What follows belongs to an exercise in optimizing a design on an open flow for small area and a short achievable clock period; a production flow would make more cautious choices. Only simulation tests tie the RTL to the original design; equivalence was not proved. Power figures rest on the tool's default switching activity, not on a simulated workload.

==> flow/design.v <==
module dp_ram #(
    DATA_WIDTH = 32,
    ADDR_WIDTH = 32) (
    input  logic clkIn,
    input  logic wrEnIn,
    input  logic [ADDR_WIDTH-1:0] wrAddrIn,
    input  logic [DATA_WIDTH-1:0] wrDataIn,
    input  logic [ADDR_WIDTH-1:0] rdAddrIn,
    output logic [DATA_WIDTH-1:0] rdDataOut);
    localparam DEPTH = 1 << ADDR_WIDTH;
    logic [DEPTH-1:0][DATA_WIDTH-1:0] dataR;
    logic [DATA_WIDTH-1:0] rdDataR;
    always @(posedge clkIn) begin
        if (wrEnIn) begin
            dataR[wrAddrIn] <= wrDataIn;
        end
        rdDataR <= dataR[rdAddrIn];
    end
    assign rdDataOut = rdDataR;
endmodule
module fifo #(
    DATA_WIDTH = 32,
    DEPTH      = 32,
    SKID       = 0) (
    input  logic clkIn,
    input  logic rstIn,
    input  logic wrValidIn,
    output logic wrConsentOut,
    input  logic [DATA_WIDTH-1:0] wrDataIn,
    output logic rdValidOut,
    input  logic rdConsentIn,
    output logic [DATA_WIDTH-1:0] rdDataOut);
    localparam MDEPTH = DEPTH - 1;               
    localparam NLO = 4;                          
    localparam NHI = (MDEPTH + NLO - 1) / NLO;   
    localparam LASTLO = (MDEPTH - 1) % NLO;
    localparam LASTHI = (MDEPTH - 1) / NLO;
    localparam CW = $clog2(DEPTH + 1);
    logic [DATA_WIDTH-1:0] headR;
    logic [DATA_WIDTH-1:0] memR [0:MDEPTH-1];
    logic [NLO-1:0] wrLoR;
    logic [NHI-1:0] wrHiR;
    logic [MDEPTH-1:0] rdSelR;
    logic [CW-1:0] countR;
    logic rdValidR, wrConsentR, oneR;
    logic wr, rd, inc, dec, wrMem, rdMem, wrWrap, headLoad;
    logic is2, is31, is32;
    logic [CW-1:0] countInc, countDec;
    logic [DATA_WIDTH-1:0] memOut;
    assign wr  = wrValidIn & wrConsentR;
    assign rd  = rdConsentIn & rdValidR;
    assign inc = wr & ~rd;
    assign dec = rd & ~wr;
    assign wrMem = wr & rdValidR & ~(rdConsentIn & oneR);
    assign rdMem = rd & ~oneR;
    assign wrWrap = wrLoR[LASTLO] & wrHiR[LASTHI];
    assign is2  = countR == CW'(2);
    assign is31 = countR == CW'(DEPTH - 1);
    assign is32 = countR == CW'(DEPTH);
    assign countInc = countR + 1'b1;
    assign countDec = countR - 1'b1;
    always_comb begin
        memOut = '0;
        for (int i = 0; i < MDEPTH; i++)
            memOut = memOut | (memR[i] & {DATA_WIDTH{rdSelR[i]}});
    end
    always_ff @(posedge clkIn) begin
        if (rstIn) begin
            wrLoR      <= NLO'(1);
            wrHiR      <= NHI'(1);
            rdSelR     <= MDEPTH'(1);
            countR     <= '0;
            rdValidR   <= 1'b0;
            wrConsentR <= 1'b0;
            oneR       <= 1'b0;
        end else begin
            if (wrMem) begin
                if (wrWrap) begin
                    wrLoR <= NLO'(1);
                    wrHiR <= NHI'(1);
                end else begin
                    wrLoR <= {wrLoR[NLO-2:0], wrLoR[NLO-1]};
                    if (wrLoR[NLO-1])
                        wrHiR <= {wrHiR[NHI-2:0], wrHiR[NHI-1]};
                end
            end
            if (rdMem) rdSelR <= {rdSelR[MDEPTH-2:0], rdSelR[MDEPTH-1]};
            if (inc) begin
                countR     <= countInc;
                rdValidR   <= 1'b1;
                oneR       <= ~rdValidR;
                wrConsentR <= ~is31;
            end else if (dec) begin
                countR     <= countDec;
                rdValidR   <= ~oneR;
                oneR       <= is2;
                wrConsentR <= 1'b1;
            end else begin
                wrConsentR <= ~is32;
            end
        end
    end
    assign headLoad = ~rdValidR | (rdConsentIn & oneR);
    always_ff @(posedge clkIn) begin
        if (headLoad)
            headR <= wrDataIn;
        else if (rdConsentIn)
            headR <= memOut;
    end
    for (genvar i = 0; i < MDEPTH; i++) begin : g_mem
        always_ff @(posedge clkIn) begin
            if (wrConsentR && wrLoR[i % NLO] && wrHiR[i / NLO])
                memR[i] <= wrDataIn;
        end
    end
    assign rdValidOut = rdValidR;
    assign wrConsentOut = wrConsentR;
    assign rdDataOut = headR;
endmodule
Settings: LEC_CHECK=0, CAP_MARGIN=20, CORE_MARGIN=2, CORE_UTILIZATION=65, CTS_CLUSTER_DIAMETER=90, CTS_CLUSTER_SIZE=28, SETUP_SLACK_MARGIN=2.4, SLEW_MARGIN=20; clock period 4.5 ns.
run.sh (not shown) runs the stock make flow with config.mk's settings and CLKGATE_MAP_FILE= SYNTH_SCRIPT=/design/flow/synth_recipe.tcl, a recipe that flattens the netlist after the stock synthesis.
Change:
--- a/flow/design.v
+++ b/flow/design.v
@@ -35,16 +35,17 @@
     localparam NHI = (MDEPTH + NLO - 1) / NLO;   
     localparam LASTLO = (MDEPTH - 1) % NLO;
     localparam LASTHI = (MDEPTH - 1) / NLO;
     localparam CW = $clog2(DEPTH + 1);
+    localparam HALF = DATA_WIDTH / 2;
     logic [DATA_WIDTH-1:0] headR;
     logic [DATA_WIDTH-1:0] memR [0:MDEPTH-1];
-    logic [NLO-1:0] wrLoR;
-    logic [NHI-1:0] wrHiR;
-    logic [MDEPTH-1:0] rdSelR;
+    logic [NLO-1:0] wrLoR, wrLoBR;
+    logic [NHI-1:0] wrHiR, wrHiBR;
+    logic [MDEPTH-1:0] rdSelR, rdSelBR;
     logic [CW-1:0] countR;
     logic rdValidR, wrConsentR, oneR;
-    logic wr, rd, inc, dec, wrMem, rdMem, wrWrap, headLoad;
+    logic wr, rd, inc, dec, wrMem, rdMem, wrWrap, headLoad, consentNext;
     logic is2, is31, is32;
     logic [CW-1:0] countInc, countDec;
     logic [DATA_WIDTH-1:0] memOut;
     assign wr  = wrValidIn & wrConsentR;
@@ -58,60 +59,77 @@
     assign is31 = countR == CW'(DEPTH - 1);
     assign is32 = countR == CW'(DEPTH);
     assign countInc = countR + 1'b1;
     assign countDec = countR - 1'b1;
+    assign consentNext = inc ? ~is31 : (dec | ~is32);
     always_comb begin
         memOut = '0;
-        for (int i = 0; i < MDEPTH; i++)
-            memOut = memOut | (memR[i] & {DATA_WIDTH{rdSelR[i]}});
+        for (int i = 0; i < MDEPTH; i++) begin
+            memOut[HALF-1:0] = memOut[HALF-1:0] |
+                (memR[i][HALF-1:0] & {HALF{rdSelR[i]}});
+            memOut[DATA_WIDTH-1:HALF] = memOut[DATA_WIDTH-1:HALF] |
+                (memR[i][DATA_WIDTH-1:HALF] & {(DATA_WIDTH-HALF){rdSelBR[i]}});
+        end
     end
     always_ff @(posedge clkIn) begin
         if (rstIn) begin
             wrLoR      <= NLO'(1);
             wrHiR      <= NHI'(1);
+            wrLoBR     <= NLO'(1);
+            wrHiBR     <= NHI'(1);
             rdSelR     <= MDEPTH'(1);
+            rdSelBR    <= MDEPTH'(1);
             countR     <= '0;
             rdValidR   <= 1'b0;
             wrConsentR <= 1'b0;
             oneR       <= 1'b0;
         end else begin
             if (wrMem) begin
                 if (wrWrap) begin
-                    wrLoR <= NLO'(1);
-                    wrHiR <= NHI'(1);
+                    wrLoR  <= NLO'(1);
+                    wrHiR  <= NHI'(1);
+                    wrLoBR <= NLO'(1);
+                    wrHiBR <= NHI'(1);
                 end else begin
-                    wrLoR <= {wrLoR[NLO-2:0], wrLoR[NLO-1]};
-                    if (wrLoR[NLO-1])
-                        wrHiR <= {wrHiR[NHI-2:0], wrHiR[NHI-1]};
+                    wrLoR  <= {wrLoR[NLO-2:0], wrLoR[NLO-1]};
+                    wrLoBR <= {wrLoBR[NLO-2:0], wrLoBR[NLO-1]};
+                    if (wrLoR[NLO-1]) begin
+                        wrHiR  <= {wrHiR[NHI-2:0], wrHiR[NHI-1]};
+                        wrHiBR <= {wrHiBR[NHI-2:0], wrHiBR[NHI-1]};
+                    end
                 end
             end
-            if (rdMem) rdSelR <= {rdSelR[MDEPTH-2:0], rdSelR[MDEPTH-1]};
+            if (rdMem) begin
+                rdSelR  <= {rdSelR[MDEPTH-2:0], rdSelR[MDEPTH-1]};
+                rdSelBR <= {rdSelBR[MDEPTH-2:0], rdSelBR[MDEPTH-1]};
+            end
+            wrConsentR <= consentNext;
             if (inc) begin
                 countR     <= countInc;
                 rdValidR   <= 1'b1;
                 oneR       <= ~rdValidR;
-                wrConsentR <= ~is31;
             end else if (dec) begin
                 countR     <= countDec;
                 rdValidR   <= ~oneR;
                 oneR       <= is2;
-                wrConsentR <= 1'b1;
-            end else begin
-                wrConsentR <= ~is32;
             end
         end
     end
     assign headLoad = ~rdValidR | (rdConsentIn & oneR);
     always_ff @(posedge clkIn) begin
-        if (headLoad)
+        if (rstIn)
+            headR <= '0;
+        else if (headLoad)
             headR <= wrDataIn;
         else if (rdConsentIn)
             headR <= memOut;
     end
     for (genvar i = 0; i < MDEPTH; i++) begin : g_mem
         always_ff @(posedge clkIn) begin
             if (wrConsentR && wrLoR[i % NLO] && wrHiR[i / NLO])
-                memR[i] <= wrDataIn;
+                memR[i][HALF-1:0] <= wrDataIn[HALF-1:0];
+            if (wrConsentR && wrLoBR[i % NLO] && wrHiBR[i / NLO])
+                memR[i][DATA_WIDTH-1:HALF] <= wrDataIn[DATA_WIDTH-1:HALF];
         end
     end
     assign rdValidOut = rdValidR;
     assign wrConsentOut = wrConsentR;
After rerunning: Wire length climbs by 2.8%. Maximum frequency climbs by 4.1%. Synthesized cell count goes up by 9.2%. Register-to-register slack gains 0.08 ns. Utilization decreases by 0.13 points. Non-clock buffer count increases by 23. Via count is higher by 7.3%. Clock power went up by 5.4%. Area after synthesis is higher by 4.3%. Clock-buffer cell count increases by 27. Global-route usage drops by 0.59 points. First-iteration DRC count climbs by 13%. Sequential cell count rose by 43. Total power grows by 3.1%.

[re-timing with driven ports]
No port has a modelled driver above. Below, the same layouts with a new extraction and two added sets of constraints.
Step 1 assumes that a clkbuf_16 drives the clock port and a buf_2 every other input.
Step 2 times the ports against the registers' clock, not the clock port: input delays grow and output delays shrink by t, the midpoint of the rising clock arrivals with the driver on.
Three values: ideal, step 1, step 2; two values: the first two.
run	t (ns)	setup WS [ns]	latest minus earliest clock arrival (ns)	worst register clock-pin slew, ns
the first run	0.691	2.307 / 2.245 / 1.720	0.027 / 0.027	0.11 / 0.11
the second run	0.702	2.394 / 2.329 / 1.660	0.036 / 0.036	0.11 / 0.11
After both steps setup and hold are still met in every run listed. The setup slack of the second run, which loses most, moves by -0.065 ns with the drivers and by -0.734 ns with both steps.
